This design comes from an exercise in tuning for small area, a short achievable clock period and few clock cycles on the open sky130 flow, not from production work.
Only simulation tests tie the RTL to the original design; equivalence was not proved.
Power and IR drop assume default switching activity.

==> design/flow/design.v <==
module CPU (
    input  wire        clock,
    input  wire        reset,
    output wire [31:0] mem_addr,
    output wire        mem_wr,
    output wire [31:0] mem_wdata,
    input  wire [31:0] mem_rdata
);
    localparam K_NONE = 2'd0, K_FETCH = 2'd1, K_DATA = 2'd2;
    reg [31:0] ba, bwd;
    reg        bw;
    reg [1:0]  k0, k1, k2;      
    assign mem_addr  = ba;
    assign mem_wr    = bw;
    assign mem_wdata = bwd;
    wire arr_fetch = (k2 == K_FETCH);
    wire arr_data  = (k2 == K_DATA);
    reg [31:0] fa;              
    reg        fa_inc;
    reg [31:0] ir, bufr;
    reg [31:0] rs_oh, rt_oh;    
    reg        irv, bufv;
    reg [31:0] pc;              
    localparam S_RUN  = 3'd0, S_MEM = 3'd1, S_ADDM = 3'd2, S_DM1 = 3'd3,
               S_DM2  = 3'd4, S_DM3 = 3'd5, S_MD   = 3'd6, S_TRAP = 3'd7;
    reg [2:0]  est;
    reg [4:0]  cnt;
    reg        is_div, fix, sq, sr, prev;
    reg        ldp;             
    reg [4:0]  ld_rt;
    reg [1:0]  ld_k;            
    reg [31:0] hi, lo, md, epc;
    reg [1:0]  hx;              
    wire [5:0]  op  = ir[31:26];
    wire [4:0]  rs  = ir[25:21];
    wire [4:0]  rt  = ir[20:16];
    wire [4:0]  rd  = ir[15:11];
    wire [4:0]  sha = ir[10:6];
    wire [5:0]  fn  = ir[5:0];
    wire [15:0] imm = ir[15:0];
    wire [31:0] simm = {{16{imm[15]}}, imm};
    wire isR     = (op == 6'h00);
    wire i_sll   = isR & (fn == 6'h00);
    wire i_srl   = isR & (fn == 6'h02);
    wire i_sra   = isR & (fn == 6'h03);
    wire i_sllv  = isR & (fn == 6'h04);
    wire i_divm  = isR & (fn == 6'h05);
    wire i_srav  = isR & (fn == 6'h07);
    wire i_jr    = isR & (fn == 6'h08);
    wire i_brk   = isR & (fn == 6'h0d);
    wire i_mfhi  = isR & (fn == 6'h10);
    wire i_mflo  = isR & (fn == 6'h12);
    wire i_rte   = isR & (fn == 6'h13);
    wire i_mult  = isR & (fn == 6'h18);
    wire i_div   = isR & (fn == 6'h1a);
    wire i_add   = isR & (fn == 6'h20);
    wire i_sub   = isR & (fn == 6'h22);
    wire i_and   = isR & (fn == 6'h24);
    wire i_slt   = isR & (fn == 6'h2a);
    wire i_addm  = (op == 6'h01);
    wire i_j     = (op == 6'h02);
    wire i_jal   = (op == 6'h03);
    wire i_beq   = (op == 6'h04);
    wire i_bne   = (op == 6'h05);
    wire i_ble   = (op == 6'h06);
    wire i_bgt   = (op == 6'h07);
    wire i_addi  = (op == 6'h08);
    wire i_addiu = (op == 6'h09);
    wire i_slti  = (op == 6'h0a);
    wire i_lui   = (op == 6'h0f);
    wire i_lb    = (op == 6'h20);
    wire i_lh    = (op == 6'h21);
    wire i_lw    = (op == 6'h23);
    wire i_sb    = (op == 6'h28);
    wire i_sh    = (op == 6'h29);
    wire i_sw    = (op == 6'h2b);
    wire i_shift  = i_sll | i_srl | i_sra | i_sllv | i_srav;
    wire i_branch = i_beq | i_bne | i_ble | i_bgt;
    wire i_load   = i_lb | i_lh | i_lw;
    wire i_rmw    = i_sb | i_sh;
    wire r_valid  = i_shift | i_divm | i_jr | i_brk | i_mfhi | i_mflo | i_rte |
                    i_mult | i_div | i_add | i_sub | i_and | i_slt;
    wire i_undef  = ~(r_valid | i_addm | i_j | i_jal | i_branch | i_addi |
                      i_addiu | i_slti | i_lui | i_load | i_rmw | i_sw);
    wire [31:0] rf [0:31];
    reg         wen;
    reg  [4:0]  wa;
    reg  [31:0] wd;
    genvar gi;
    generate
        for (gi = 0; gi < 32; gi = gi + 1) begin : g_rf
            reg [31:0] q;
            wire we_i = reset | (wen & (wa == gi));
            wire [31:0] d_i = reset ? ((gi == 29) ? 32'd227 : 32'd0) : wd;
            always @(posedge clock)
                if (we_i) q <= d_i;
            assign rf[gi] = q;
        end
    endgenerate
    reg [31:0] rsv, rtv;
    integer ri;
    always @(*) begin
        rsv = 32'd0; rtv = 32'd0;
        for (ri = 0; ri < 32; ri = ri + 1) begin
            rsv = rsv | ({32{rs_oh[ri]}} & rf[ri]);
            rtv = rtv | ({32{rt_oh[ri]}} & rf[ri]);
        end
    end
    wire        in_addm = (est == S_ADDM);
    wire [31:0] opa  = in_addm ? md : rsv;
    wire [31:0] opb  = (isR | i_branch | in_addm) ? rtv : simm;
    wire        dosub = i_sub | i_slt | i_slti | i_branch;
    wire [31:0] bb   = dosub ? ~opb : opb;
    wire [31:0] sum  = opa + bb + {31'd0, dosub};
    wire        ovf  = (opa[31] == bb[31]) & (sum[31] != opa[31]);
    wire        lt   = (opa[31] ^ opb[31]) ? opa[31] : sum[31];
    wire        eq   = (rsv == rtv);
    function [31:0] rev32(input [31:0] x);
        integer k;
        begin
            for (k = 0; k < 32; k = k + 1) rev32[k] = x[31 - k];
        end
    endfunction
    wire        sh_var  = i_sllv | i_srav;
    wire        sh_left = i_sll | i_sllv;
    wire        sh_ar   = i_sra | i_srav;
    wire [31:0] sh_in   = sh_var ? rsv : rtv;
    wire [4:0]  sh_amt  = sh_var ? rtv[4:0] : sha;
    wire [31:0] sh_x    = sh_left ? rev32(sh_in) : sh_in;
    wire [32:0] sh_y    = $signed({sh_ar & sh_x[31], sh_x}) >>> sh_amt;
    wire [31:0] shres   = sh_left ? rev32(sh_y[31:0]) : sh_y[31:0];
    wire [31:0] pc4  = pc + 32'd4;
    wire [31:0] pc8  = pc + 32'd8;
    wire [31:0] btgt = pc4 + {simm[29:0], 2'b00};
    wire        taken = (i_beq & eq) | (i_bne & ~eq) | (i_ble & (lt | eq)) |
                        (i_bgt & ~(lt | eq));
    wire [31:0] ldata = ld_k[1] ? {24'd0, mem_rdata[7:0]} :
                        ld_k[0] ? {16'd0, mem_rdata[15:0]} : mem_rdata;
    wire        ld_arr = arr_data & ldp;
    wire        ld_hz  = ldp & ((rs == ld_rt) | (rt == ld_rt) | (rd == ld_rt) |
                                i_load | (i_jal & (ld_rt == 5'd31)));
    wire        egate  = irv & ~ld_arr & ~ld_hz;
    wire [11:0] smc_k   = simm[11:0] - pc4[11:0];
    wire [11:0] smc_d   = rsv[11:0] + smc_k;
    wire        smc_hit = (smc_d < 12'd16) | (smc_d > 12'd4092);
    wire [2:0]  bd = {lo[1:0], prev};
    wire [33:0] mde = {{2{md[31]}}, md};
    reg  [33:0] badd;
    always @(*) begin
        case (bd)
            3'b001, 3'b010: badd = mde;
            3'b011:         badd = mde << 1;
            3'b100:         badd = ~(mde << 1);
            3'b101, 3'b110: badd = ~mde;
            default:        badd = 34'd0;
        endcase
    end
    wire        bneg = bd[2] & ~(bd[1] & bd[0]);
    wire [33:0] macc = {hx, hi} + badd + {33'd0, bneg};
    wire        m_skip = (cnt <= 5'd12) & (prev ? (lo[7:0] == 8'hff) : (lo[7:0] == 8'h00));
    wire        hi_z   = (hi == 32'd0);
    wire        d_sk16 = hi_z & (lo[31:16] == 16'd0) & (cnt <= 5'd8);
    wire        d_sk8  = hi_z & (lo[31:24] == 8'd0) & (cnt <= 5'd12);
    wire [4:0]  cnt_n  = cnt + (is_div ? (d_sk16 ? 5'd8 : d_sk8 ? 5'd4 : 5'd1)
                                       : (m_skip ? 5'd4 : 5'd1));
    wire [31:0] t1  = {hi[30:0], lo[31]};
    wire [32:0] d1  = {1'b0, t1} - {1'b0, md};
    wire        q1  = ~d1[32];
    wire [31:0] r1  = q1 ? d1[31:0] : t1;
    wire [31:0] t2  = {r1[30:0], lo[30]};
    wire [32:0] d2  = {1'b0, t2} - {1'b0, md};
    wire        q2  = ~d2[32];
    wire [31:0] r2  = q2 ? d2[31:0] : t2;
    wire [31:0] dv_a = (est == S_DM3) ? md : rsv;
    wire [31:0] dv_b = (est == S_DM3) ? mem_rdata : rtv;
    wire [31:0] abs_a = dv_a[31] ? (~dv_a + 32'd1) : dv_a;
    wire [31:0] abs_b = dv_b[31] ? (~dv_b + 32'd1) : dv_b;
    wire        b_zero = (dv_b == 32'd0);
    reg         adv;
    always @(*) begin
        adv = 1'b0;
        if (egate) begin
            case (est)
            S_RUN:  adv = ~(i_rmw | i_addm | i_divm | i_mult | i_div);
            S_MEM:  adv = arr_data & ~i_addm;
            S_ADDM: adv = 1'b1;
            S_MD:   adv = fix | (~is_div & (cnt_n == 5'd16));
            default: adv = 1'b0;
            endcase
        end
    end
    reg         redir;          
    reg  [31:0] rtgt;
    reg         ereq;           
    reg         ereq_wr;
    reg  [31:0] ereq_a, ereq_d;
    reg  [2:0]  est_n;
    reg         trap;
    reg  [31:0] tvec;
    reg         md_start, dv_start, md_step, md_fix, md_cap;
    always @(*) begin
        redir = 1'b0; rtgt = pc4;
        ereq = 1'b0; ereq_wr = 1'b0; ereq_a = sum; ereq_d = rtv;
        est_n = est; trap = 1'b0; tvec = 32'd253;
        wen = 1'b0; wa = isR ? rd : rt; wd = sum;
        md_start = 1'b0; dv_start = 1'b0; md_step = 1'b0; md_fix = 1'b0;
        md_cap = 1'b0;
        if (ld_arr) begin
            wa = ld_rt; wd = ldata; wen = 1'b1;
        end
        if (egate) begin
            case (est)
            S_RUN: begin
                if (i_undef) begin
                    trap = 1'b1; tvec = 32'd253;
                end else if (i_add | i_sub | i_addi) begin
                    if (ovf) begin trap = 1'b1; tvec = 32'd254; end
                    else wen = 1'b1;
                end else if (i_addiu) begin
                    wen = 1'b1;
                end else if (i_and) begin
                    wd = rsv & rtv; wen = 1'b1;
                end else if (i_slt | i_slti) begin
                    wd = {31'd0, lt}; wen = 1'b1;
                end else if (i_shift) begin
                    wd = shres; wen = 1'b1;
                end else if (i_lui) begin
                    wd = {imm, 16'd0}; wen = 1'b1;
                end else if (i_mfhi) begin
                    wd = hi; wen = 1'b1;
                end else if (i_mflo) begin
                    wd = lo; wen = 1'b1;
                end else if (i_j) begin
                    redir = 1'b1; rtgt = {pc4[31:28], ir[25:0], 2'b00};
                end else if (i_jal) begin
                    redir = 1'b1; rtgt = {pc4[31:28], ir[25:0], 2'b00};
                    wd = pc4; wa = 5'd31; wen = 1'b1;
                end else if (i_jr) begin
                    redir = 1'b1; rtgt = rsv;
                end else if (i_rte) begin
                    redir = 1'b1; rtgt = epc;
                end else if (i_brk) begin
                    redir = 1'b1; rtgt = pc;
                end else if (i_branch) begin
                    if (taken) begin redir = 1'b1; rtgt = btgt; end
                end else if (i_sw) begin
                    ereq = 1'b1; ereq_wr = 1'b1; ereq_a = sum; ereq_d = rtv;
                    if (smc_hit) redir = 1'b1;
                end else if (i_load) begin
                    ereq = 1'b1; ereq_a = sum;
                end else if (i_rmw | i_addm) begin
                    ereq = 1'b1; ereq_a = sum; est_n = S_MEM;
                end else if (i_divm) begin
                    ereq = 1'b1; ereq_a = rsv; est_n = S_DM1;
                end else if (i_mult) begin
                    md_start = 1'b1; est_n = S_MD;
                end else if (i_div) begin
                    if (b_zero) begin trap = 1'b1; tvec = 32'd255; end
                    else begin dv_start = 1'b1; est_n = S_MD; end
                end
            end
            S_MEM: begin
                if (arr_data) begin
                    if (i_addm) begin
                        md_cap = 1'b1; est_n = S_ADDM;
                    end else begin
                        ereq = 1'b1; ereq_wr = 1'b1; ereq_a = sum;
                        ereq_d = i_sb ? {mem_rdata[31:8], rtv[7:0]}
                                      : {mem_rdata[31:16], rtv[15:0]};
                        if (smc_hit) redir = 1'b1;
                        est_n = S_RUN;
                    end
                end
            end
            S_ADDM: begin
                if (ovf) begin trap = 1'b1; tvec = 32'd254; end
                else begin wa = rt; wen = 1'b1; est_n = S_RUN; end
            end
            S_DM1: begin
                ereq = 1'b1; ereq_a = rtv; est_n = S_DM2;
            end
            S_DM2: begin
                if (arr_data) begin md_cap = 1'b1; est_n = S_DM3; end
            end
            S_DM3: begin
                if (arr_data) begin
                    if (b_zero) begin trap = 1'b1; tvec = 32'd255; end
                    else begin dv_start = 1'b1; est_n = S_MD; end
                end
            end
            S_MD: begin
                if (fix) begin
                    md_fix = 1'b1; est_n = S_RUN;
                end else begin
                    md_step = 1'b1;
                    if (cnt_n == 5'd16 && !is_div) est_n = S_RUN;
                end
            end
            default: ;
            endcase
        end
        if (trap) begin
            ereq = 1'b1; ereq_a = tvec; est_n = S_TRAP;
            wen = 1'b0;
        end
        if (est == S_TRAP && arr_data && !ldp) begin
            redir = 1'b1; rtgt = {24'd0, mem_rdata[7:0]}; est_n = S_RUN;
        end
    end
    wire        drop     = arr_fetch & irv & bufv & ~adv;
    wire        accept   = arr_fetch & ~redir & ~drop;
    wire        flushf   = redir | drop;         
    wire [31:0] fseq     = fa_inc ? fa + 32'd4 : fa;
    wire [31:0] fnext    = redir ? rtgt : (drop ? pc8 : fseq);
    function [31:0] oh5(input [4:0] x);
        begin
            oh5 = 32'd1 << x;
        end
    endfunction
    wire        ld_ir  = adv | ~irv;
    wire [31:0] ir_src = bufv ? bufr : mem_rdata;
    always @(posedge clock) begin
        if (reset) begin
            ba <= 32'd0; bw <= 1'b0; bwd <= 32'd0;
            k0 <= K_FETCH; k1 <= K_NONE; k2 <= K_NONE;
            fa <= 32'd0; fa_inc <= 1'b1;
            irv <= 1'b0; bufv <= 1'b0; pc <= 32'd0;
            est <= S_RUN; cnt <= 5'd0; ldp <= 1'b0;
            is_div <= 1'b0; fix <= 1'b0; sq <= 1'b0; sr <= 1'b0; prev <= 1'b0;
            hi <= 32'd0; lo <= 32'd0; hx <= 2'd0; md <= 32'd0; epc <= 32'd0;
        end else begin
            k2 <= (flushf && k1 == K_FETCH) ? K_NONE : k1;
            k1 <= (flushf && k0 == K_FETCH) ? K_NONE : k0;
            if (ereq) begin
                ba <= ereq_a; bw <= ereq_wr; bwd <= ereq_d;
                k0 <= ereq_wr ? K_NONE : K_DATA;
                fa <= fnext; fa_inc <= 1'b0;
            end else begin
                ba <= fnext; bw <= 1'b0;
                k0 <= K_FETCH;
                fa <= fnext; fa_inc <= 1'b1;
            end
            if (redir) begin
                irv <= 1'b0; bufv <= 1'b0; pc <= rtgt;
            end else begin
                if (adv) pc <= pc4;
                if (ld_ir) begin
                    if (bufv | accept) begin
                        ir <= ir_src;
                        rs_oh <= oh5(ir_src[25:21]);
                        rt_oh <= oh5(ir_src[20:16]);
                    end
                    if (bufv) begin
                        if (accept) bufr <= mem_rdata;
                        else bufv <= 1'b0;
                    end else begin
                        irv <= accept;
                    end
                end else if (accept) begin
                    bufr <= mem_rdata; bufv <= 1'b1;
                end
            end
            est <= est_n;
            if (trap) epc <= pc;
            if (ld_arr) ldp <= 1'b0;
            else if (egate && est == S_RUN && i_load) begin
                ldp <= 1'b1; ld_rt <= rt; ld_k <= {i_lb, i_lh};
            end
            if (md_cap) md <= mem_rdata;
            if (md_start) begin
                hi <= 32'd0; hx <= 2'd0; lo <= rtv; md <= rsv; prev <= 1'b0;
                cnt <= 5'd0; is_div <= 1'b0; fix <= 1'b0;
            end
            if (dv_start) begin
                hi <= 32'd0; lo <= abs_a; md <= abs_b;
                sq <= dv_a[31] ^ dv_b[31]; sr <= dv_a[31];
                cnt <= 5'd0; is_div <= 1'b1; fix <= 1'b0;
            end
            if (md_step) begin
                cnt <= cnt_n;
                if (is_div) begin
                    if (d_sk16) lo <= {lo[15:0], 16'd0};
                    else if (d_sk8) lo <= {lo[23:0], 8'd0};
                    else begin hi <= r2; lo <= {lo[29:0], q1, q2}; end
                    if (cnt_n == 5'd16) fix <= 1'b1;
                end else if (m_skip) begin
                    {hx, hi} <= {{8{hx[1]}}, hx, hi[31:8]};
                    lo <= {hi[7:0], lo[31:8]};
                    prev <= lo[7];
                end else begin
                    {hx, hi} <= {macc[33], macc[33], macc[33:2]};
                    lo <= {macc[1:0], lo[31:2]};
                    prev <= lo[1];
                end
            end
            if (md_fix) begin
                fix <= 1'b0;
                if (sr) hi <= ~hi + 32'd1;
                if (sq) lo <= ~lo + 32'd1;
            end
        end
    end
endmodule
==> design/flow/run.sh <==
#!/bin/bash
# synth_recipe.tcl (not shown) runs the flow's synth.tcl, then flattens the netlist and writes it again
# the make line also repeats each setting of config.mk as NAME=value (left out here)
make -C /OpenROAD-flow-scripts/flow DESIGN_CONFIG=/design/flow/config.mk WORK_HOME=/design/flow/orfs CLKGATE_MAP_FILE= SYNTH_SCRIPT=/design/flow/synth_recipe.tcl finish
==> design/flow/config.mk <==
export PLATFORM = sky130hd
export DESIGN_NAME = CPU
export DESIGN_NICKNAME = CPU
export VERILOG_FILES = /design/flow/design.v
export SDC_FILE = /design/flow/constraint.sdc
export NUM_CORES = 4
export LEC_CHECK = 0
export CAP_MARGIN = 20
export CORE_MARGIN = 2
export CORE_UTILIZATION = 30
export SLEW_MARGIN = 20
==> design/flow/constraint.sdc <==
create_clock -name core_clock -period 17.0 [get_ports {clock}]
set_input_delay 3.4000 -clock core_clock [delete_from_list [all_inputs] [get_ports {clock}]]
set_output_delay 3.4000 -clock core_clock [all_outputs]
set_load 0.01 [all_outputs]
==> run summary <==
area by class of cell:
class | instances | area share, %
multi-input combinational | 6340 | 43.4
clock buffer | 184 | 4.15
sequential | 1441 | 41.2
timing repair buffer | 537 | 4.42
tap | 3762 | 4.79
inverter | 213 | 0.814
clock inverter | 89 | 1.15
antenna | 54 | 0.138
worst max-delay path: cells and delay by family, from the launching register on:
family	cells	cell delay, ns
AOI/OAI and AO/OA	10	3.72
and+or+nand+nor	7	2.70
buffers and inverters	3	1.55
DFF	1	0.59
adders and majority gates	1	0.36
xor gates and xnor gates	1	0.16
path summary, 6_finish.rpt:
check | startpoint | to | slack, ns
setup / recovery | ir[29] | g_rf[25].q[9] | 7.33
hold / removal | k1[0] | k2[0] | 0.46
setup reg to reg | ir[29] | g_rf[25].q[9] | 7.33
hold reg to reg | k1[0] | k2[0] | 0.46
routing by layer:
metal	vias to the layer above	routed length, µm	track usage [%]
met5	-	307	0
met4	30	44000	22.8
met3	2355	76300	13.7
met2	8506	192000	44.5
met1	41700	171000	38.8
li1	33800	-	-
per-stage QoR:
step,power (mW),setup WS (ns)
after floorplan,5.43,4.01
after global placement,6.21,7.88
after detailed placement,6.22,7.73
after CTS,9.73,7.68
after global routing,10.1,6.98
final,9.88,7.33
cell families after synthesis:
| kind of cell | count (synthesis) | share of synthesized area [%] |
|---|---|---|
| xor+xnor | 407 | 4.16 |
| fa+ha+maj | 230 | 3.51 |
| simple gates | 2367 | 13.3 |
| compound gates | 3090 | 24.6 |
| mux | 246 | 3.00 |
| flops | 1441 | 47.2 |
| buf+inv | 897 | 4.27 |
power by group:
group          total, mW  internal, mW  switching, mW
logic               1.69         0.500           1.19
registers           4.61          4.33          0.277
clock network       3.58          1.96           1.62
total               9.88          6.79           3.09
layout by cell type, fill, tap and decap left out, types with 31 or more instances in the layout:
cell type        synthesis  routed
edfxtp_1              1159    1159
a22oi_1               1077    1077
nand2_1                690     687
nor2_1                 658     651
a21oi_1                520     519
o21ai_0                474     470
buf_4                   11     429
nand4_1                308     308
dfxtp_1                282     280
xnor2_1                235     233
ha_1                   213     213
inv_1                  210     210
mux2i_1                193     191
a211oi_1               193     179
xor2_1                 172     171
clkbuf_16                0     158
nand3_1                152     149
o211ai_1               144     144
nor3_1                 142     129
clkdlybuf4s50_1          0      97
a21o_1                 104      92
a221oi_1                83      81
and3_1                  71      70
o22ai_1                 71      70
diode_2                  0      54
a31oi_1                 55      54
nand2b_1                53      53
nor4_2                  25      50
mux2_2                  48      48
nor2b_1                 36      35
o31ai_1                 36      35
o21a_1                  35      33
and2_1                  33      31
==> run summary <==
WS Path Type reg2reg; Mean Syn Cell Area between 9 and 10 µm²; post-route cell area 98,200 µm²; CTS H-tree depth 4; most numerous cell in the Yosys netlist edfxtp_1; Synth area leaders edfxtp_1, a22oi_1, dfxtp_1; Pre-antenna DRT Iters 10; Slew Limit Fails 0; Critical Path RT 17.43 ns; max cap viols 0; initial antenna violation count 45; nets 8,951; Fin Setup TNS 0 ns; max incr delay on CP 1.00 ns; Most flops, register g_rf.q; area leader, netlist edfxtp_1; fraction of registers with async set/reset 0%; most used cell, CP nor2_1; net count of the mapped netlist around 9,000; worst-path fanout max 32; leakage power 34.5 nW; # placed instances 12,300; die area 290,000 µm²; max FFs per register 1,024; Most used DFF post-synth edfxtp_1; Pwr Density ~100 nW/µm²; port bufs between 90 and 100; measured slew at the worst slew-check pin between 1 and 1.5 ns; slew margin rel. 7.75%; Final ANT Viol Nets 0; Die Y-Extent 539 µm; initial drt markers 17,300; WHS Path Cells 1; Synth Warn # 1; startpoint types flop; final core occ 34.5%; postcts setup bufs 0; first-pass GRT wire length 652,000 µm; dpl hpwl 316,000 µm; Initial Utilization 30.1%; fill count 28,400; total global routing track utilization a little under a third; post-DR vias/cell 6.84; worst IR drop on VDD 0.113 mV; Root Buffer clkbuf_16; Overflow after GRT 0; minimum hold slack 0.459 ns; #FFs+latches synth 1,441; CTS Buf Count roughly 150; worst skew pair latency about 0.9 ns; Syn-to-layout area delta 14.6%; Max stage delay cell, worst path o21ai_0; Post-Synthesis Cells 8,678; Hold Vio Cnt, Final 0; dpl cell area 92,800 µm²; Worst R2R Path Depth 22; CP Data Arrival Time between 10 and 15 ns; area of the multi-input gates 42,600 µm²; pin count of the biggest net entering global routing 86; Finished Layout Cells 12,600; Sequential cell area 40,500 µm²; WL/cell 38.4 µm; Synth top area share 40.6%; highest clock rate 103 MHz; clock sinks 1,441; Core Rows approximately 200; clk buf depth 3; die width 539 µm; CP cell instances or4_1 -> or3_4 -> o31ai_4 -> inv_2 -> buf_4 -> xnor2_1 -> ha_1 -> a21o_1 -> a21oi_1 -> nor2_1 -> nor2_1 -> o21ai_0 -> a221o_1 -> a221oi_1 -> a211oi_2 -> or2_2 -> nor2_1 -> a31oi_1 -> o21ai_0 -> nand3_1 -> o21bai_4 -> buf_4; CTS Hold Bufs 0; share of layout cells above drive strength 1 a little over a tenth; CTS resizes 0; Syn Std Cell Area 85,700 µm²; RSZ-0062 raised after global routing no; worst min path class reg2reg; WL final 484,000 µm; synth cell count leaders edfxtp_1, a22oi_1, nand2_1; DRC 0; sequential fraction of the synthesis area a little under half; Final setup viols 0; Core Box Area between 200,000 and 300,000 µm²; Unique masters post-synth 105; critical path endpoint category flop; EDFF count, synth 1,159; I/O pins 99; post-layout min period 9.67 ns; clk_skew 0.0853 ns; vias in the first global route about 79,000; clk slew on worst S/H paths about 0.07 ns; run status finished clean; Via Count ~86,000; CTS tree built; Placer Congestion 1.06; crit share post-route 56.9%
Testbench counts, summed over its fixed seeds: cycles 35,587.

-- separate check: timing with driven ports --
No port has a modelled driver above. Below, the same layout with a new extraction and two added sets of constraints.
Step 1 assumes that a clkbuf_16 drives the clock port and a buf_2 every other input.
Step 2, shift: input delay + t, output delay - t, t = (earliest + latest rising clock arrival at the registers) / 2. This alone moves slack from input paths to output paths.
a / b / c = no drivers / after step 1 / after step 2; a / b = the first two.
shift t [ns]: 0.957
slack for setup (ns): 7.328 / 7.328 / 7.328
hold WS [ns]: 0.459 / 0.459 / 0.459
latest minus earliest clock arrival (ns): 0.085 / 0.085
worst register clock-pin slew, ns: 0.07 / 0.07
After both steps setup and hold are still met in this run. For this run, drivers alone change the setup slack by 0.000 ns; drivers and shift together by 0.000 ns.
